What follows belongs to an exercise in optimizing a design on an open flow for small area, a short achievable clock period and few clock cycles per item; a production flow would make more cautious choices. Where RTL was checked, it was by simulation tests only, not by an equivalence proof against the original.

==> flow/design.v (excerpt) <==
module fpga_gf2m
#(
	parameter DIGITAL = 20,
	parameter DATA_WIDTH = 163
)(
	input clk,     
	input rst,   
	input wire start,
	input wire [DATA_WIDTH - 1 : 0] a,
	input wire [DATA_WIDTH - 1 : 0] g,
	input wire [191:0] b,
	output reg [DATA_WIDTH - 1 : 0] t_i_j,
	output reg done
);
For scale: roughly 12,000 cells after synthesis, roughly 720 flip-flops, ~690 I/O pins, about 93,000 sq um of cells after synthesis.
Settings: LEC_CHECK=0, CAP_MARGIN=20, CORE_MARGIN=2, CORE_UTILIZATION=45, CTS_CLUSTER_DIAMETER=80, CTS_CLUSTER_SIZE=20, SLEW_MARGIN=20, SETUP_SLACK_MARGIN=10.3, BUFFER_PORTS_ARGS=-buffer_cell sky130_fd_sc_hd__buf_2; clock period 14.5 ns.
standard.sh (not shown) runs the stock make flow with config.mk's settings and CLKGATE_MAP_FILE= SYNTH_SCRIPT=/design/flow/synth_recipe.tcl, a recipe that flattens the netlist after the stock synthesis.
==> flow/flow/run.sh <==
#!/bin/bash
# Standard ORFS layout (the standard.sh), with repair_timing asked to
# aim for extra setup slack and smaller port buffers.
cat >> config.mk <<'EOC'
export SETUP_SLACK_MARGIN = 10.3
export BUFFER_PORTS_ARGS = -buffer_cell sky130_fd_sc_hd__buf_2
EOC
bash standard.sh > standard.log 2>&1
Testbench counts at the start, summed over its fixed seeds: cycles 7,680, items 768.
Edit:
--- a/flow/flow/run.sh
+++ b/flow/flow/run.sh
@@ -5 +5 @@
-export SETUP_SLACK_MARGIN = 10.3
+export SETUP_SLACK_MARGIN = 10.15
- CORE_UTILIZATION: 45 -> 40
- CTS_CLUSTER_DIAMETER: 80 -> unset
- CTS_CLUSTER_SIZE: 20 -> unset
- SETUP_SLACK_MARGIN: 10.3 -> 10.15
Effect: Utilization goes down by 6.7 points. Setup slack got worse by 0.059 ns. Count of clock-buffer cells in the layout came out higher by 34. Synthesized cell count stays the same.
Edit:
- CTS_CLUSTER_DIAMETER: unset -> 80
- CTS_CLUSTER_SIZE: unset -> 20
=> Cell area fell by 0.47%; final cell count hardly moves; worst setup slack hardly moves; die area does not change; count of clock-buffer cells in the layout is lower by 28; non-clock buffer count grows by 5; via count hardly moves.
Edit:
--- a/flow/flow/run.sh
+++ b/flow/flow/run.sh
@@ -5 +5 @@
-export SETUP_SLACK_MARGIN = 10.15
+export SETUP_SLACK_MARGIN = 10.3
- SETUP_SLACK_MARGIN: 10.15 -> 10.3
What happened: The new run completed with no timing, DRC or antenna violations; non-clock buffer count goes up by 114; flip-flop and latch count stays the same; clock skew goes up by 0.0041 ns; setup slack improves by 0.11 ns.
Edit:
- CTS_CLUSTER_DIAMETER: 80 -> unset
- CTS_CLUSTER_SIZE: 20 -> unset
Outcome: Maximum frequency stays flat. Setup slack gets worse by 0.010 ns. Count of clock-buffer cells in the layout grows by 28. Core utilization grows by 0.49 points. Synthesized cell count stays the same. Cell area grows by 1.1%. Flip-flop and latch count stays the same. Hold slack gets worse by 0.017 ns. Clock skew grows by 0.0036 ns. Final cell count grows by 0.55%.

Another version of the RTL of fpga_gf2m (not shown whole).
For scale: roughly 14000 cells after synthesis, ~690 I/O pins.
==> flow/config.mk <==
export PLATFORM = sky130hd
export DESIGN_NAME = fpga_gf2m
export DESIGN_NICKNAME = fpga_gf2m
export VERILOG_FILES = /design/flow/design.v
export SDC_FILE = /design/flow/constraint.sdc
export NUM_CORES = 8
export LEC_CHECK = 0
export CAP_MARGIN = 20
export CORE_MARGIN = 2
export CORE_UTILIZATION = 50
export SLEW_MARGIN = 20
export SETUP_SLACK_MARGIN = 10.3
export BUFFER_PORTS_ARGS = -buffer_cell sky130_fd_sc_hd__buf_2
==> flow/constraint.sdc <==
create_clock -name core_clock -period 14.5 [get_ports {clk}]
set_input_delay 2.9000 -clock core_clock [delete_from_list [all_inputs] [get_ports {clk}]]
set_output_delay 2.9000 -clock core_clock [all_outputs]
set_load 0.01 [all_outputs]
==> flow/flow/run.sh <==
#!/bin/bash
# Standard ORFS layout (the standard.sh), with repair_timing asked to
# aim for extra setup slack and smaller port buffers.
cat >> config.mk <<'EOC'
export SETUP_SLACK_MARGIN = 10.3
export BUFFER_PORTS_ARGS = -buffer_cell sky130_fd_sc_hd__buf_2
EOC
bash standard.sh > standard.log 2>&1
Testbench counts at the start, summed over its fixed seeds: cycles 7,680, items 768.
Edit:
--- a/flow/config.mk
+++ b/flow/config.mk
@@ -8,5 +8,5 @@
 export CAP_MARGIN = 20
 export CORE_MARGIN = 2
-export CORE_UTILIZATION = 50
+export CORE_UTILIZATION = 40
 export SLEW_MARGIN = 20
 export SETUP_SLACK_MARGIN = 10.3
Clock skew climbs by 0.0090 ns.
Worst hold slack is worse by 0.0052 ns.
Cell count went up by 4.1%.
Global-route usage decreases by 9.0 points.
Via count drops by 1.8%.
Area after synthesis is unchanged.
Flip-flop and latch count stays the same.
Routed wire length falls by 0.45%.

== north ==
The RTL this note starts from:
==> flow/design.v <==
module mu_calc
#(
	parameter W = 163,
	parameter D = 20
)(
	input wire [W-1:0] g,
	output wire [D:0] mu
);
localparam N = D + 1;            
localparam integer STEPS = (N > 1 ? 1 : 0) + (N > 2 ? 1 : 0) + (N > 4 ? 1 : 0) + (N > 8 ? 1 : 0) + (N > 16 ? 1 : 0) + (N > 32 ? 1 : 0) + (N > 64 ? 1 : 0) + (N > 128 ? 1 : 0);
wire [N-1:0] fx;                 
assign fx[0] = 1'b1;
genvar i, k, st;
generate
	for (i = 1; i < N; i = i + 1) begin : fc
		assign fx[i] = g[W-i];
	end
	for (st = 0; st <= STEPS; st = st + 1) begin : nw
		wire [N-1:0] s;
		if (st == 0) begin : init
			assign s = {{(N-1){1'b0}}, 1'b1};
		end else begin : step
			for (k = 0; k < N; k = k + 1) begin : sk
				if (k < (1 << st)) begin : ex
					wire [k/2:0] terms;
					for (i = 0; i <= k / 2; i = i + 1) begin : ti
						if (i == 0)
							assign terms[i] = fx[k];
						else
							assign terms[i] = nw[st-1].s[i] & fx[k-2*i];
					end
					assign s[k] = ^terms;
				end else begin : nx
					assign s[k] = 1'b0;
				end
			end
		end
	end
	for (k = 0; k <= D; k = k + 1) begin : mb
		assign mu[D-k] = nw[STEPS].s[k];
	end
endgenerate
endmodule
module barrett_step
#(
	parameter W = 163,
	parameter D = 20
)(
	input wire [W-1:0] t,
	input wire [W-1:0] a,
	input wire [W-1:0] g,
	input wire [D-1:0] bd,
	input wire [D-1:0] pre_h,
	input wire [D:0] mu,
	output wire [W-1:0] v
);
wire [D-1:0] uh = t[W-1 -: D] ^ pre_h;
wire [D-1:0] q;
genvar i, k, j;
generate
	for (i = 0; i < D; i = i + 1) begin : qbit
		wire [D-1-i:0] terms;
		for (k = i; k < D; k = k + 1) begin : tk
			assign terms[k-i] = uh[k] & mu[D+i-k];
		end
		assign q[i] = ^terms;
	end
	localparam NB = (W + D - 1) / D;
	wire [NB*D-1:0] a_pad = {{(NB*D-W){1'b0}}, a};
	wire [(NB+1)*D-1:0] ab_part [0:NB-1];
	for (k = 0; k < NB; k = k + 1) begin : blk
		wire [2*D-2:0] p;
		kmul #(.N(D)) km (.x(a_pad[k*D +: D]), .y(bd), .p(p));
		if (k == 0) begin : first
			assign ab_part[k] = {{(NB*D-2*D+D+1){1'b0}}, p};
		end else begin : next
			assign ab_part[k] = ab_part[k-1] ^ ({{((NB+1)*D-2*D+1){1'b0}}, p} << (k*D));
		end
	end
	wire [(NB+1)*D-1:0] ab = ab_part[NB-1];
	for (j = 0; j < W; j = j + 1) begin : col
		wire early;
		wire [D-1:0] late;
		if (j >= D)
			assign early = t[j-D] ^ ab[j];
		else
			assign early = ab[j];
		for (k = 0; k < D; k = k + 1) begin : tk
			if (j - k >= 0) begin : in
				assign late[k] = q[k] & g[j-k];
			end else begin : out
				assign late[k] = 1'b0;
			end
		end
		assign v[j] = early ^ (^late);
	end
endgenerate
endmodule
module digit_high
#(
	parameter W = 163,
	parameter D = 20
)(
	input wire [W-1:0] a,
	input wire [D-1:0] bd,
	output wire [D-1:0] h
);
genvar i, k;
generate
	for (i = 0; i < D; i = i + 1) begin : hb
		if (i == D - 1) begin : top
			assign h[i] = 1'b0;
		end else begin : mid
			wire [D-2-i:0] terms;
			for (k = i + 1; k < D; k = k + 1) begin : tk
				assign terms[k-i-1] = bd[k] & a[W+i-k];
			end
			assign h[i] = ^terms;
		end
	end
endgenerate
endmodule
module kmul
#(
	parameter N = 20
)(
	input wire [N-1:0] x,
	input wire [N-1:0] y,
	output wire [2*N-2:0] p
);
genvar i, k;
generate
	if (N <= 5 || N % 2) begin : school
		for (k = 0; k < 2 * N - 1; k = k + 1) begin : pk
			localparam LO = (k < N) ? 0 : k - N + 1;
			localparam HI = (k < N) ? k : N - 1;
			wire [HI-LO:0] terms;
			for (i = LO; i <= HI; i = i + 1) begin : ti
				assign terms[i-LO] = x[i] & y[k-i];
			end
			assign p[k] = ^terms;
		end
	end else begin : kara
		localparam H = N / 2;
		wire [2*H-2:0] pl, ph, pm;
		kmul #(.N(H)) ml (.x(x[H-1:0]), .y(y[H-1:0]), .p(pl));
		kmul #(.N(H)) mh (.x(x[N-1:H]), .y(y[N-1:H]), .p(ph));
		kmul #(.N(H)) mm (.x(x[H-1:0] ^ x[N-1:H]), .y(y[H-1:0] ^ y[N-1:H]), .p(pm));
		wire [2*H-2:0] mid = pm ^ pl ^ ph;
		assign p = {ph, 1'b0, pl} ^ ({{(2*N-1-(2*H-1)){1'b0}}, mid} << H);
	end
endgenerate
endmodule
module fpga_gf2m
#(
	parameter DIGITAL = 20,
	parameter DATA_WIDTH = 163
)(
	input clk,     
	input rst,   
	input wire start,
	input wire [DATA_WIDTH - 1 : 0] a,
	input wire [DATA_WIDTH - 1 : 0] g,
	input wire [191:0] b,
	output reg [DATA_WIDTH - 1 : 0] t_i_j,
	output reg done
);
localparam W = DATA_WIDTH;
localparam D = DIGITAL;
localparam K = (W - 1) / D + 1;              
localparam F = W - (K - 1) * D;              
localparam BW = K * D;                       
reg busy;
reg first;
reg [5:0] counter;
reg [W-1:0] reg_a;
reg [W-1:0] reg_g;
reg [BW-1:0] reg_b;
reg [D-1:0] pre_h;       
reg [D:0] mu;
wire accept = start & ~busy;
wire [D-1:0] cur_digit = reg_b[BW-1 -: D];
wire [D-1:0] nxt_digit = reg_b[BW-1-D -: D];
wire [D-1:0] first_digit = {{(D-F){1'b0}}, b[W-1 -: F]};
wire [W-1:0] next_t;
wire [D-1:0] nxt_pre_h;
wire [D-1:0] first_pre_h;
wire [D:0] mu_full;
wire [D:0] mu_first;
barrett_step #(.W(W), .D(D)) step (
	.t(t_i_j),
	.a(reg_a),
	.g(reg_g),
	.bd(cur_digit),
	.pre_h(pre_h),
	.mu(mu),
	.v(next_t)
);
digit_high #(.W(W), .D(D)) hi_next (
	.a(reg_a),
	.bd(nxt_digit),
	.h(nxt_pre_h)
);
digit_high #(.W(W), .D(D)) hi_first (
	.a(a),
	.bd(first_digit),
	.h(first_pre_h)
);
mu_calc #(.W(W), .D(D)) mu_now (
	.g(reg_g),
	.mu(mu_full)
);
mu_calc #(.W(W), .D(F)) mu_in (
	.g(g),
	.mu(mu_first[D:D-F])
);
assign mu_first[D-F-1:0] = {(D-F){1'b0}};
always @(posedge clk or negedge rst) begin : proc_ctrl
	if (~rst) begin
		busy <= 1'b0;
		first <= 1'b0;
		done <= 1'b0;
		counter <= 6'd0;
	end else if (accept) begin
		busy <= 1'b1;
		first <= 1'b1;
		done <= 1'b0;
		counter <= 6'd0;
	end else if (busy) begin
		first <= 1'b0;
		counter <= counter + 1'b1;
		if (counter == K - 1) begin
			busy <= 1'b0;
			done <= 1'b1;
		end
	end
end
always @(posedge clk) begin : proc_operands
	if (~busy) begin
		reg_a <= a;
		reg_g <= g;
		reg_b <= {{(BW-W){1'b0}}, b[W-1:0]};
		pre_h <= first_pre_h;
		mu <= mu_first;
	end else begin
		reg_b <= reg_b << D;
		pre_h <= nxt_pre_h;
		if (first)
			mu <= mu_full;
	end
end
always @(posedge clk) begin : proc_t_i_j
	if (accept)
		t_i_j <= {W{1'b0}};
	else if (busy)
		t_i_j <= next_t;
end
endmodule
export LEC_CHECK = 0
export CAP_MARGIN = 20
export CORE_MARGIN = 2
export CORE_UTILIZATION = 40
export SLEW_MARGIN = 20
export SETUP_SLACK_MARGIN = 10.3
export BUFFER_PORTS_ARGS = -buffer_cell sky130_fd_sc_hd__buf_2
create_clock -name core_clock -period 14.5 [get_ports {clk}]
Scripts as last shown in full above: flow/flow/run.sh
Inputs modified between north and south:
# north
export LEC_CHECK = 0
export CAP_MARGIN = 20
export CORE_MARGIN = 2
export CORE_UTILIZATION = 40
export SLEW_MARGIN = 20
export SETUP_SLACK_MARGIN = 10.3
export BUFFER_PORTS_ARGS = -buffer_cell sky130_fd_sc_hd__buf_2
create_clock -name core_clock -period 14.5 [get_ports {clk}]
# south
export LEC_CHECK = 0
export CAP_MARGIN = 20
export CORE_MARGIN = 2
export CORE_UTILIZATION = 40
export SLEW_MARGIN = 20
export SETUP_SLACK_MARGIN = 10.0
export BUFFER_PORTS_ARGS = -buffer_cell sky130_fd_sc_hd__buf_2
create_clock -name core_clock -period 14.5 [get_ports {clk}]
diff --git a/flow/flow/run.sh b/flow/flow/run.sh
--- a/flow/flow/run.sh
+++ b/flow/flow/run.sh
@@ -3,5 +3,5 @@
 # aim for extra setup slack and smaller port buffers.
 cat >> config.mk <<'EOC'
-export SETUP_SLACK_MARGIN = 10.3
+export SETUP_SLACK_MARGIN = 10.0
 export BUFFER_PORTS_ARGS = -buffer_cell sky130_fd_sc_hd__buf_2
 EOC
==> comparison <==
south: done, clean on timing, DRC and antenna. Relative to north, fmax decreased by 7.7% in south. south: first-pass GRT wire length lower than north. Per the comparison of south with north, count of hold-fix buffers inserted at cts shows no meaningful change, per-cell via count in the routed design shows a reduction of 0.085, number of vias after detailed routing shows a reduction of 2.7%, global routing met1 resource utilization shows a reduction of 0.59 points. Compared with north, in south worst hold slack neither gained nor lost much; non-clock buffer total of the final layout has decreased; layout overhead on the synthesized area has decreased. In the reports for north and south, the smaller share of cells above drive strength 1 belongs to south.
No run of this note included a check of the RTL's function; only the layout flow was run.

## run A
fpga_gf2m, a different RTL version from the one above (not shown whole).
Size in the first run: roughly 15000 cells after synthesis, about 660 flip-flops, about 690 I/O pins, ~0.11 sq mm of cells after synthesis.
## fpga_gf2m
module fpga_gf2m
#(
	parameter DIGITAL = 18,
	parameter DATA_WIDTH = 163
)(
	input clk,     
	input rst,   
	input wire start,
	input wire [DATA_WIDTH - 1 : 0] a,
	input wire [DATA_WIDTH - 1 : 0] g,
	input wire [191:0] b,
	output reg [DATA_WIDTH - 1 : 0] t_i_j,
	output reg done
);
localparam W = DATA_WIDTH;
localparam D = DIGITAL;
localparam K = (W - 1) / D;    
localparam CW = $clog2(K);
reg busy;
reg [CW-1:0] counter;
reg [W-1:0] reg_a;
reg [W-1:0] reg_g;
reg [W-2:0] reg_b;
wire accept = start & ~busy;
wire [W-1:0] next_t;
digit_step #(.W(W), .D(D)) step (
	.t(t_i_j),
	.a(reg_a),
	.g(reg_g),
	.bd(reg_b[W-2 -: D]),
	.v(next_t)
);
always @(posedge clk or negedge rst) begin : proc_ctrl
	if (~rst) begin
		busy <= 1'b0;
		done <= 1'b0;
		counter <= 0;
	end else if (accept) begin
		busy <= 1'b1;
		done <= 1'b0;
		counter <= 0;
	end else if (busy) begin
		counter <= counter + 1'b1;
		if (counter == K - 1) begin
			busy <= 1'b0;
			done <= 1'b1;
		end
	end
end
always @(posedge clk) begin : proc_operands
	if (~busy) begin
		reg_a <= a;
		reg_g <= g;
		reg_b <= b[W-2:0];
	end else begin
		reg_b <= reg_b << D;
	end
end
always @(posedge clk) begin : proc_t_i_j
	if (accept)
		t_i_j <= a & {W{b[W-1]}};
	else if (busy)
		t_i_j <= next_t;
end
endmodule
export LEC_CHECK = 0
export CAP_MARGIN = 20
export CORE_MARGIN = 2
export CORE_UTILIZATION = 40
export SLEW_MARGIN = 20
export SETUP_SLACK_MARGIN = 10
create_clock -name core_clock -period 14.5 [get_ports {clk}]
==> flow/flow/run.sh <==
#!/bin/bash
# Standard ORFS layout, with repair_timing aiming for extra setup slack.
echo "export SETUP_SLACK_MARGIN = 10" >> config.mk
bash standard.sh > standard.log 2>&1
Run A finished end to end and its layout was clean on timing, DRC and antenna.
#### Input delta (run B over run A)
Settings: SETUP_SLACK_MARGIN changed from 10 to 5.
==> flow/run.sh (new file) <==
#!/bin/bash
# synth_recipe.tcl (not shown) runs the flow's synth.tcl, then flattens the netlist and writes it again
# the make line also repeats each setting of config.mk as NAME=value (left out here)
make -C /OpenROAD-flow-scripts/flow DESIGN_CONFIG=/design/flow/config.mk WORK_HOME=/design/flow/orfs CLKGATE_MAP_FILE= SYNTH_SCRIPT=/design/flow/synth_recipe.tcl finish
removed: flow/flow/run.sh
removed: flow/standard.sh
==> comparison <==
- Via count: run B < run A
- ~same post-placement cell count in run B and run A
- [compare] base=run A new=run B: post-CTS setup buffer count moved down; clock period minus final worst setup slack moved up; final clock skew moved down; die extent in y level; critical path arrival moved up.
- Per the comparison of run B with run A, design area now sits lower.
- The worst setup path startpoint comes out reg_a[162] in one run and reg_g[162] in the other, namely in run A and run B respectively.
The inputs of run C differ from those of run B as listed below.
Settings: SETUP_SLACK_MARGIN: 5 -> unset.
### Flow results
Run C did not stop at any stage, and its layout met the timing, DRC and antenna checks.
Comparing growth of design area from synthesis to finish for run C and run B, the bigger number came from run B.
The capturing instance or port of the critical path comes out t_i_j[71] in one run and t_i_j[64] in the other, namely in run B and run C respectively.
Run C — fill cell instance count of the final layout 89 higher, run B as reference
Number of detailed-route iterations in the first pass, run C and run B, lower one = run C.
Routed wire in run C totals less than in run B.
No run of this note included a check of the RTL's function; only the layout flow was run.

[separate check: timing with driven ports]
Ports are ideal in the flow. The routed layouts listed here were re-timed in OpenROAD.
Step 1, drivers: a clkbuf_16 drives clk and a buf_2 each remaining input, both assumed.
Step 2 times the ports against the registers' clock, not the clock port: input delays grow and output delays shrink by t, the midpoint of the rising clock arrivals with the driver on.
Slacks: no drivers / after step 1 / after step 2; pairs: no drivers / after step 1.
run	t (ns)	slack for setup (ns)	worst setup path after step 2	clock arrival spread, ns	worst data-port slew with drivers (ns)
the first run of note 1	0.843	10.204 / 10.170 / 9.525	input to register	0.043 / 0.043	0.09
the second run of note 1	0.873	10.145 / 10.044 / 9.502	input to register	0.069 / 0.069	0.10
the third run of note 1	0.841	10.144 / 10.044 / 9.488	input to register	0.060 / 0.061	0.10
the fourth run of note 1	0.845	10.254 / 10.168 / 9.643	input to register	0.065 / 0.065	0.09
the fifth run of note 1	0.880	10.243 / 10.141 / 9.591	input to register	0.070 / 0.070	0.09
the first run of note 2	0.899	10.161 / 10.113 / 9.664	input to register	0.060 / 0.060	0.11
the second run of note 2	0.883	10.212 / 10.140 / 9.612	input to register	0.070 / 0.070	0.09
north	0.861	10.053 / 10.053 / 9.506	input to register	0.083 / 0.082	0.10
south	0.881	9.684 / 9.684 / 9.537	input to register	0.093 / 0.093	0.09
run A	0.889	6.310 / 6.310 / 6.310	register to register	0.093 / 0.093	0.09
run B	0.818	5.354 / 5.354 / 5.354	register to register	0.052 / 0.052	0.16
run C	0.820	2.880 / 2.880 / 2.880	register to register	0.052 / 0.052	0.16
After both steps setup and hold are still met in every run listed. The setup slack of the first run of note 1, which loses most, moves by -0.034 ns with the drivers and by -0.679 ns with both steps.
